Background: an optimization exercise with open tools, aiming at small area. Do not read the settings as production practice.
The RTL was checked by simulation tests, not by an equivalence proof against the original design.

**flow/constraint.sdc**
```tcl
create_clock -name core_clock -period 12.0 [get_ports {clk}]
set_input_delay 2.4000 -clock core_clock [delete_from_list [all_inputs] [get_ports {clk}]]
set_output_delay 2.4000 -clock core_clock [all_outputs]
set_load 0.01 [all_outputs]
```
**flow/config.mk**
```make
export PLATFORM = sky130hd
export DESIGN_NAME = spacekey
export DESIGN_NICKNAME = spacekey
export VERILOG_FILES = /design/flow/design.v
export SDC_FILE = /design/flow/constraint.sdc
export NUM_CORES = 4
export LEC_CHECK = 0
export ABC_AREA = 1
export CAP_MARGIN = 20
export CORE_MARGIN = 2
export CORE_UTILIZATION = 40
export PLACE_DENSITY = 0.6
export SLEW_MARGIN = 20
```
**flow/run.sh**
```bash
#!/bin/bash
# synth_recipe.tcl (not shown) runs the flow's synth.tcl, then flattens the netlist and writes it again
# the make line also repeats each setting of config.mk as NAME=value (left out here)
make -C /OpenROAD-flow-scripts/flow DESIGN_CONFIG=/design/flow/config.mk WORK_HOME=/design/flow/orfs CLKGATE_MAP_FILE= SYNTH_SCRIPT=/design/flow/synth_recipe.tcl finish
```
**flow/design.v**
```verilog
module spacekey
   (
    output logic [3:0]  VGA_RED,
    output logic [3:0]  VGA_BLUE,
    output logic [3:0]  VGA_GREEN,
    output logic [6:0]  hex0,
    input  logic [11:0] pix_x,
    input  logic [11:0] pix_y,
    input  logic        pix_v,
    input  logic        imgReturn,
    input  logic        jump, restart,
    input  logic        clk,
    input  logic        rst
    );
   logic [9:0] x;
   logic [8:0] y;
   assign x = pix_x[9:0];
   assign y = pix_y[8:0];
   logic press;
   assign press = !jump;
   logic [6:0] j1, j2;
   logic       t1, t2, jp1, jp2;
   logic       z1, z2, s1, s2;
   logic [6:0] g1, g2;    
   assign z1 = (j1 == 7'd0);
   assign z2 = (j2 == 7'd0);
   assign s1 = jp1 && imgReturn && !(t1 && z1);
   assign s2 = jp2 && imgReturn && !(t2 && z2);
   always_comb begin
      logic u1, d1, u2, d2;
      u1 = 1'b1; d1 = 1'b1; u2 = 1'b1; d2 = 1'b1;
      for (int i = 0; i < 7; i++) begin
         g1[i] = s1 && (t1 ? d1 : u1);
         g2[i] = s2 && (t2 ? d2 : u2);
         u1 = u1 && j1[i]; d1 = d1 && !j1[i];
         u2 = u2 && j2[i]; d2 = d2 && !j2[i];
      end
   end
   always_ff @(posedge clk) begin
      if (!rst) begin
         j1 <= '0; t1 <= 1'b0; jp1 <= 1'b0;
         j2 <= '0; t2 <= 1'b0; jp2 <= 1'b0;
      end else begin
         if (press || z1) jp1 <= press;
         if (j1 == 7'd69) t1 <= 1'b1; else if (z1) t1 <= 1'b0;
         j1 <= j1 ^ g1;
         if (press || z2) jp2 <= press;
         if (j2 == 7'd79) t2 <= 1'b1; else if (z2) t2 <= 1'b0;
         j2 <= j2 ^ g2;
      end
   end
   logic [1:0] lvl, sub;
   logic [9:0] px;
   logic       done, incS, hit, resetX, pz;
   assign done = (sub == 2'd3);
   assign pz   = (px == 10'd0);
   assign incS = sub[0] ? (px == 10'd1) : (px == 10'd620);
   always_ff @(posedge clk) begin
      if (!rst) begin
         lvl <= 2'd0; sub <= 2'd0;
      end else if (incS) begin
         if (sub == 2'd2) begin
            if (lvl == 2'd2) begin lvl <= 2'd0; sub <= 2'd3; end
            else begin lvl <= lvl + 2'd1; sub <= 2'd0; end
         end else
            sub <= sub + 2'd1;
      end
   end
   assign resetX = !rst || !restart || hit || done || (incS && sub == 2'd2);
   logic [9:0] gx;    
   always_comb begin
      logic u, d;
      u = 1'b1; d = 1'b1;
      for (int i = 0; i < 10; i++) begin
         gx[i] = sub[0] ? d : u;
         u = u && px[i]; d = d && !px[i];
      end
   end
   always_ff @(posedge clk) begin
      if (resetX)
         px <= '0;
      else if (imgReturn) begin
         if (!sub[0]) px <= (px == 10'd639) ? 10'd0 : px ^ gx;
         else         px <= pz ? 10'd639 : px ^ gx;
      end else if (pz && sub[0])
         px <= 10'd620;
   end
   logic [10:0] bx;
   logic [9:0]  dx;
   logic [9:0]  cy, ty;
   logic [6:0]  j;
   logic        inX, inY, inP;
   assign j = (lvl == 2'd0) ? j1 : j2;
   always_comb begin
      bx[0] = 1'b0;
      for (int i = 0; i < 10; i++) begin
         dx[i]   = x[i] ^ px[i] ^ bx[i];
         bx[i+1] = (!x[i] && px[i]) || (!(x[i] ^ px[i]) && bx[i]);
      end
      cy[0] = 1'b0;
      for (int i = 0; i < 9; i++) begin
         logic jb;
         jb = (i < 7) ? j[i] : 1'b0;
         ty[i]   = y[i] ^ jb ^ cy[i];
         cy[i+1] = (y[i] && jb) || ((y[i] ^ jb) && cy[i]);
      end
      ty[9] = cy[9];
   end
   assign inX = !bx[10] && (dx <= 10'd20);
   always_comb begin
      case (sub)
         2'd0:    inY = (ty >= 10'd139) && (ty <= 10'd159);
         2'd1:    inY = (ty >= 10'd300) && (ty <= 10'd320);
         default: inY = (ty >= 10'd459) && (ty <= 10'd479);
      endcase
   end
   assign inP = pix_v && !done && inX && inY;
   logic o1, o2, o2q, o3;
   wire xg100 = (x >= 10'd100);
   wire xg120 = (x >= 10'd120);
   wire xg126 = (x >= 10'd126);
   wire xg131 = (x >= 10'd131);
   wire xg141 = (x >= 10'd141);
   wire xg171 = (x >= 10'd171);
   wire xg176 = (x >= 10'd176);
   wire xg200 = (x >= 10'd200);
   wire xg226 = (x >= 10'd226);
   wire xg231 = (x >= 10'd231);
   wire xg300 = (x >= 10'd300);
   wire xg321 = (x >= 10'd321);
   wire xg326 = (x >= 10'd326);
   wire xg331 = (x >= 10'd331);
   wire xg350 = (x >= 10'd350);
   wire xg376 = (x >= 10'd376);
   wire xg400 = (x >= 10'd400);
   wire xg420 = (x >= 10'd420);
   wire xg426 = (x >= 10'd426);
   wire xg451 = (x >= 10'd451);
   wire xg476 = (x >= 10'd476);
   wire xg500 = (x >= 10'd500);
   wire xg526 = (x >= 10'd526);
   wire yg109 = (y >= 9'd109);
   wire yg129 = (y >= 9'd129);
   wire yg139 = (y >= 9'd139);
   wire yg154 = (y >= 9'd154);
   wire yg160 = (y >= 9'd160);
   wire yg270 = (y >= 9'd270);
   wire yg280 = (y >= 9'd280);
   wire yg290 = (y >= 9'd290);
   wire yg295 = (y >= 9'd295);
   wire yg321 = (y >= 9'd321);
   wire yg362 = (y >= 9'd362);
   wire yg382 = (y >= 9'd382);
   wire yg430 = (y >= 9'd430);
   wire yg440 = (y >= 9'd440);
   wire yg450 = (y >= 9'd450);
   wire yg452 = (y >= 9'd452);
   wire yg460 = (y >= 9'd460);
   wire yg470 = (y >= 9'd470);
   assign o1 = (xg420 && !xg451 && yg129 && !yg160)
        || (xg400 && !xg426 && yg295 && !yg321)
        || (xg200 && !xg231 && yg290 && !yg321)
        || (xg120 && !xg141 && yg321 && !yg362)
        || (xg120 && !xg141 && yg440)
        || (xg300 && !xg321 && yg321 && !yg382)
        || (xg300 && !xg321 && yg460);
   assign o2 = (xg100 && !xg171 && yg139 && !yg160)
        || (xg300 && !xg321 && yg109 && !yg160)
        || (xg500 && !xg526 && yg295 && !yg321)
        || (xg300 && !xg326 && yg280 && !yg321)
        || (xg100 && !xg126 && yg270 && !yg321)
        || (xg100 && !xg126 && yg321 && !yg362)
        || (xg100 && !xg126 && yg470);
   assign o2q = (xg300 && !xg326 && yg321 && !yg362)
        || (xg300 && !xg326 && yg430);
   assign o3 = (xg100 && !xg176 && yg154 && !yg160)
        || (xg400 && !xg476 && yg154 && !yg160)
        || (xg500 && !xg526 && yg295 && !yg321)
        || (xg350 && !xg376 && yg295 && !yg321)
        || (xg200 && !xg226 && yg295 && !yg321)
        || (xg100 && !xg131 && yg321 && !yg452)
        || (xg300 && !xg331 && yg450);
   logic mid;    
   assign mid = (y >= 9'd160) && (y <= 9'd320);
   logic on, oq;
   always_comb begin
      case (lvl)
         2'd1:    begin on = o2; oq = o2q; end
         2'd2:    begin on = o3; oq = 1'b0; end
         default: begin on = o1; oq = 1'b0; end
      endcase
   end
   assign hit = inP && (on || oq);
   logic [11:0] rgb;    
   always_comb begin
      case ({lvl, mid, oq, on, inP})
         6'b000000: rgb = 12'h07C;
         6'b000001: rgb = 12'hDDD;
         6'b000010: rgb = 12'hDDD;
         6'b000011: rgb = 12'hA3E;
         6'b001000: rgb = 12'hDDD;
         6'b001001: rgb = 12'h19F;
         6'b001010: rgb = 12'h19F;
         6'b001011: rgb = 12'h551;
         6'b010000: rgb = 12'h033;
         6'b010001: rgb = 12'h69F;
         6'b010010: rgb = 12'h69F;
         6'b010011: rgb = 12'hCFB;
         6'b010100: rgb = 12'h699;
         6'b010101: rgb = 12'hCF5;
         6'b011000: rgb = 12'h69F;
         6'b011001: rgb = 12'h884;
         6'b011010: rgb = 12'hF23;
         6'b011011: rgb = 12'h118;
         6'b100000: rgb = 12'hEEE;
         6'b100001: rgb = 12'hE50;
         6'b100010: rgb = 12'hE50;
         6'b100011: rgb = 12'hEC2;
         6'b101000: rgb = 12'hF60;
         6'b101001: rgb = 12'hF8E;
         6'b101010: rgb = 12'hEEE;
         6'b101011: rgb = 12'hE0C;
         default: rgb = 12'hxxx;
      endcase
   end
   assign VGA_RED   = pix_v ? rgb[11:8] : 4'h0;
   assign VGA_GREEN = pix_v ? rgb[7:4]  : 4'h0;
   assign VGA_BLUE  = pix_v ? rgb[3:0]  : 4'h0;
   always_comb begin
      case (sub)
         2'd0: hex0 = 7'b1000000;
         2'd1: hex0 = 7'b1111001;
         2'd2: hex0 = 7'b0100100;
         2'd3: hex0 = 7'b0110000;
      endcase
   end
endmodule
```
==> flow_summary.json <==
{
  "outcome": "timing/DRC/antenna clean",
  "synth.ff_latch_count": 32,
  "max_slew.worst_pin.slew_ns": 0.655,
  "ctsLongestPathBuffers": 2,
  "dp_cells": 854,
  "dieArea_sq_mm": 0.0110,
  "startpoint_type": "input port",
  "synthTopCellsByArea": "dfxtp_1 (16%), nand2_1 (15%), inv_1 (9.5%), nor2_1 (7.5%), fa_1 (7.3%)",
  "worst_ep_arrival_time_ns": 8.77,
  "fin_skew_ns": 0.00546,
  "min_path_type": "register to register",
  "die_h_um": 105,
  "syn_area_sq_mm": 0.00409,
  "dieWidth_um": 105,
  "seqPwrFrac": 0.380,
  "setup_viol": 0,
  "worstSetupPathType": "input port to primary output",
  "cts_tree": "yes",
  "clkPwrFrac": 0.316,
  "ys_types": 49,
  "ys_warn_count": 1,
  "slowest_stage": "clkdlybuf4s50_1",
  "grt_usage": 0.214,
  "synth_top_family_by_area": "simple AND/OR/NAND/NOR gates",
  "worst_ir_drop_vdd_mv": 0.0749,
  "first_iter_violations": 258,
  "synthMuxAreaShare": 0,
  "final_cell_mix": "nand2_1 (163), inv_1 (103), nor2_1 (82)",
  "post_cts_buffers": 0,
  "yosysTopAreaCell": "dfxtp_1",
  "max_slew_margin": 0.562,
  "synth_top_area_frac": 0.157,
  "grt-ovfl-total": 0,
  "drive_gt1_frac": 0.0617,
  "wl_mm": 11.5,
  "synth_cells": 694,
  "max-cap-violations": 0,
  "grt_max_degree": 21,
  "cts_resized": 0,
  "grt_pass1_vias": 4199,
  "switching_share": 0.346,
  "cp.required_ns": 9.60,
  "io_buffers": 42,
  "synthArstFlopShare": 0,
  "period_share": 0.930,
  "fin_tns_setup_ns": 0,
  "synth-edff-count": 0,
  "cts.sinks": 32,
  "num_antenna_cells": 0,
  "core_sq_mm": 0.00986,
  "yosys.area_share.adder": 0.122,
  "vias": 4497,
  "clk_pin_slew_ns": 0.07,
  "power_mw": 0.286,
  "num_rows": 36,
  "vias_per_cell": 5.22,
  "p_comb_frac": 0.305,
  "power_density_mw_per_mm2": 61.0,
  "htree_levels": 2,
  "ys.flop_type": "dfxtp_1",
  "p_int_mw": 0.187,
  "hold_viol": 0,
  "final_common_cell": "nand2_1",
  "synth_fp_nets": 755,
  "min_period_ns": 11.17,
  "fin_util": 0.475,
  "place_congestion": 0.955,
  "antenna_found_initial": 0,
  "dpl.hpwl_mm": 9.36,
  "worst_path_most_repeated_cell": "fa_1",
  "cts_hold_buf": 0,
  "grt_pass1_wl_mm": 19.5,
  "area_growth_pct": 14.6,
  "slowest_delay_ns": 0.55,
  "synth_simple_gate_area_share": 0.369,
  "syn_avg_cell_area_sq_um": 5.89,
  "initial_utilization": 0.414,
  "maxSlewViolCount": 0,
  "synth_compound_area_frac": 0.204,
  "ys_seq_area_frac": 0.157,
  "postRouteAntennaNets": 0,
  "drc": 0,
  "cts-root-buf": "clkbuf_8",
  "wl_per_cell_um": 13.3,
  "nNetsFinal": 789,
  "fmax_ghz": 0.0896,
  "synthXorXnorAreaFrac": 0.0214,
  "drtPass1Iterations": 5,
  "crit_fanout": 8,
  "end_kind": "primary output",
  "num_io_pins": 49,
  "clk_latency_ns": 0.30,
  "rsz0062_at_grt": "false",
  "switchingPower_mw": 0.0990,
  "cts_buffers": 5,
  "power.leakage_nw": 2.06,
  "final_cells": 862
}
[registers in the layout, summed over array words and instances, names as in the netlist]
name / cells
px: 10
j1: 7
j2: 7
lvl: 2
sub: 2
jp1: 1
jp2: 1
t1: 1
t2: 1
[path summary, 6_finish.rpt]
kind / start / to / slack, ns / cells past startpoint
hold / removal: jp2 / jp2 / 0.47 / 2
hold reg to reg: jp2 / jp2 / 0.47 / 2
setup reg to reg: lvl[1] / px[7] / 6.29 / 24
setup / recovery: pix_x[1] / VGA_RED[2] / 0.83 / 26
[synth_stat cells (9+ instances only)]
master,n
nand4_1,13
nor2_1,82
nor2_2,12
fa_1,15
nand3_1,43
a21oi_1,51
ha_1,16
inv_1,103
inv_2,9
o21ai_0,56
dfxtp_1,32
nand2_1,163
[power groups by stage]
stage / sequential (mW) / combinational [mW] / clock (mW)
finish: 0.108 / 0.0870 / 0.0902
global route: 0.109 / 0.0981 / 0.0976
CTS: 0.108 / 0.0866 / 0.0935
detailed placement: 0.111 / 0.0863 / 0
global placement: 0.111 / 0.0859 / 0
floorplan: 0.111 / 0.0550 / 0
[per-layer routing]
metal,GRT usage,vias up,routed length (um)
met1,0.292,2032,5420
met5,0,-,0
li1,-,2321,-
met3,0.0218,17,528
met2,0.353,127,5310
met4,0.0695,0,227
[per-stage QoR]
stage               setup slack (ns)  area [sq um]  hold WS, ns
floorplan                       2.22          4090        0.439
global placement               0.901          4590        0.453
detailed placement             0.856          4590        0.458
CTS                            0.842          4680        0.468
global route                   0.399          4680        0.488
finish                         0.835          4680        0.467
[worst max-delay path: cells and delay by family]
family / cells / cell delay (ns)
fa+ha+maj: 10 / 3.37
buf+inv: 8 / 1.66
simple gates: 6 / 1.08
compound gates: 2 / 0.24
[cell families after synthesis]
group                    count (synthesis)
AO/OA/AOI/OAI                          147
adder cells (fa/ha/maj)                 31
XOR/XNOR                                10
buffers and inverters                  130
AND/OR/NAND/NOR                        343
flip-flops                              32
other                                    1
[layout make-up]
cell class | instances | area (sq um)
Timing Repair Buffer | 42 | 420
Clock inverter | 1 | 7.51
Inverter | 115 | 432
Fill cell | 1049 | 5180
Clock buffer | 7 | 86.3
Sequential cell | 32 | 641
Tap cell | 133 | 166
Multi-Input combinational cell | 532 | 2930

==> separate check: timing with driven ports <==
How much do the figures lean on ideal ports? The routed layout below was timed once more, with nothing changed but the port constraints.
Step 1 assumes that a clkbuf_16 drives the clock port and a buf_2 every other input.
Step 2 adds t to the input delays and takes it off the output delays; t is the mean of the earliest and latest rising clock arrival at the registers after step 1. Input paths then give back, and output paths get back, about the clock's delay inside the block.
a / b / c = ideal ports / drivers / drivers and shift; a / b = the first two.
t, ns: 0.325
slack for setup (ns): 0.835 / 0.814 / 0.814
worst hold slack (ns): 0.467 / 0.467 / 0.467
latest minus earliest clock arrival (ns): 0.005 / 0.005
cell pins on the clock port's net: 1
After both steps setup and hold are still met in this run. The setup slack of this run moves by -0.021 ns with the drivers and by -0.021 ns with both steps.
